Background: an optimization exercise with open tools, aiming at small area. Do not read the settings as production practice.
In this exercise RTL edits were held to simulation tests only and were not proved equivalent to the original.
Power figures rest on the tool's default switching activity, not on a simulated workload.

Design maindsp48a1, start of the top module:
module maindsp48a1 (
  input [17:0] A, B, D,
  input [47:0] C,
  input [17:0] BCIN,
  input [47:0] PCIN,
  input [7:0] OPMODE,
  input clk, CARRYIN,
  input RSTA, RSTB, RSTC, RSTCARRYIN, RSTD, RSTM, RSTOPMODE, RSTP,
  input CEA, CEB, CEM, CEP, CEC, CED, CECARRYIN, CEOPMODE,
  output [47:0] P,
  output [35:0] M,
  output CARRYOUT, CARRYOUTF,
  output [17:0] BCOUT,
  output [47:0] PCOUT
);
Size: about 350 I/O pins, about 0.017 sq mm of cells after synthesis.
export LEC_CHECK = 0
export CAP_MARGIN = 20
export CORE_MARGIN = 2
export CORE_UTILIZATION = 40
export CTS_CLUSTER_DIAMETER = 150
export CTS_CLUSTER_SIZE = 50
export SLEW_MARGIN = 20
export SYNTH_HIERARCHICAL = 1
create_clock -name core_clock -period 7.0 [get_ports {clk}]
standard.sh (not shown) runs the stock make flow with config.mk's settings and CLKGATE_MAP_FILE= SYNTH_SCRIPT=/design/flow/synth_recipe.tcl, a recipe that flattens the netlist after the stock synthesis.
==> flow/flow/run.sh <==
#!/bin/bash
# Own layout flow: the standard flow (standard.sh) with two changes:
#  - after synthesis (the standard Yosys run, unchanged), every combinational
#    cell that Yosys/ABC mapped to a drive strength above 1 is set back to the
#    smallest cell of its family (downsize.tcl); repair_design/repair_timing
#    upsize again where timing needs it;
#  - the port buffers that buffer_ports adds are buf_1 cells.
# Each tool's output goes to the ORFS logs under orfs/logs plus standard.log here.
set -uo pipefail
export POST_SYNTH_TCL="$PWD/flow/downsize.tcl"
export BUFFER_PORTS_ARGS="-buffer_cell sky130_fd_sc_hd__buf_1"
bash standard.sh > standard.log 2>&1
rc=$?
cp -r orfs/logs ./orfs_logs 2>/dev/null
exit $rc
==> flow/flow/downsize.tcl <==
# Set each combinational cell to the smallest drive strength of its family.
set db [ord::get_db]
set block [ord::get_db_block]
set n 0
foreach inst [$block getInsts] {
  set m [$inst getMaster]
  set name [$m getName]
  if {![regexp {^(sky130_fd_sc_hd__[a-z0-9]+)_([0-9]+)$} $name -> base sz]} { continue }
  if {[regexp {__(e?s?df|dl|buf|clkbuf|clkinv|conb|tap|fill|decap|diode)} $base]} { continue }
  set best $m
  set barea [expr {[$m getWidth] * [$m getHeight]}]
  foreach s {1 0} {
    set c [$db findMaster ${base}_$s]
    if {$c eq "NULL" || $c eq ""} { continue }
    set a [expr {[$c getWidth] * [$c getHeight]}]
    if {$a < $barea} { set best $c; set barea $a }
  }
  if {$best ne $m} {
    $inst swapMaster $best
    incr n
  }
}
puts "downsize.tcl: $n cells set to a smaller drive strength"
The first run finished with timing, DRC and antenna clean.
==> next run, changes <==
- CTS_CLUSTER_DIAMETER: 150 -> 100
- CTS_CLUSTER_SIZE: 50 -> 30
What happened: Design area stays the same. Synthesized area is unchanged. Combinational power barely changes. Die area does not change. Wire length is unchanged. Total power does not change. Core utilization is unchanged. Via count stays the same.
==> next run, changes <==
- CTS_CLUSTER_DIAMETER: 100 -> not set
- CTS_CLUSTER_SIZE: 30 -> not set
What happened: The new run went through all stages and came out clean; final cell count stays the same; setup slack stays the same; global-route usage does not change; total power does not change; sequential share of layout area does not change; design area stays the same; core utilization is unchanged; worst hold slack stays the same; combinational power hardly moves; clock-buffer cell count stays the same; fmax is unchanged.
==> next run, changes <==
- CORE_UTILIZATION: 40 -> 50
=> The changed run passed the timing, DRC and antenna checks; sequential power hardly moves; synthesized cell count is unchanged; wire length goes down by about 2.2%.
==> next run, changes <==
--- a/flow/flow/run.sh
+++ b/flow/flow/run.sh
@@ -10,4 +10,5 @@
 export POST_SYNTH_TCL="$PWD/flow/downsize.tcl"
 export BUFFER_PORTS_ARGS="-buffer_cell sky130_fd_sc_hd__buf_1"
+export CTS_ARGS="-sink_clustering_enable -repair_clock_nets -dont_use_dummy_load -sink_clustering_levels 1 -sink_clustering_size 25 -sink_clustering_max_diameter 150"
 bash standard.sh > standard.log 2>&1
 rc=$?
- CORE_UTILIZATION: 50 -> 40
The changed run completed without violations.
Die area rose by 24%.
Global-route usage fell by 5.7 points.
Wire length rose by 1.9%.
Non-clock buffer count stays the same.
Power fell by 2.9%.
Register-to-register slack loses 0.03 ns.
Synthesized area does not change.
Design area fell by 0.37%.

## port drivers added, routing unchanged
The results above use ideal ports. As a check the final layouts listed here were re-extracted and re-timed, cells and wires unchanged.
Step 1: set_driving_cell puts a clkbuf_16 on clk and a buf_2 on each other input, an assumption about the parent block.
Step 2 times the ports against the registers' clock, not the clock port: input delays grow and output delays shrink by t, the midpoint of the rising clock arrivals with the driver on.
a / b / c = ideal / step 1 / step 2; a / b = the first two.
run | t, ns | slack for setup (ns) | worst setup path at the end | slew at the worst register clock pin (ns) | worst data-port slew with drivers (ns)
the first run | 0.529 | 0.357 / 0.357 / -0.128 | input to register | 0.09 / 0.09 | 0.06
the second run | 0.529 | 0.357 / 0.357 / -0.128 | input to register | 0.09 / 0.09 | 0.06
the third run | 0.529 | 0.357 / 0.357 / -0.128 | input to register | 0.09 / 0.09 | 0.06
the fourth run | 0.508 | 0.373 / 0.390 / -0.103 | input to register | 0.08 / 0.08 | 0.07
the fifth run | 0.517 | 0.358 / 0.362 / -0.130 | input to register | 0.09 / 0.09 | 0.05
Met with ideal ports but missed after step 2: setup timing in every run listed. The setup slack of the fifth run, which loses most, moves by +0.004 ns with the drivers and by -0.488 ns with both steps.
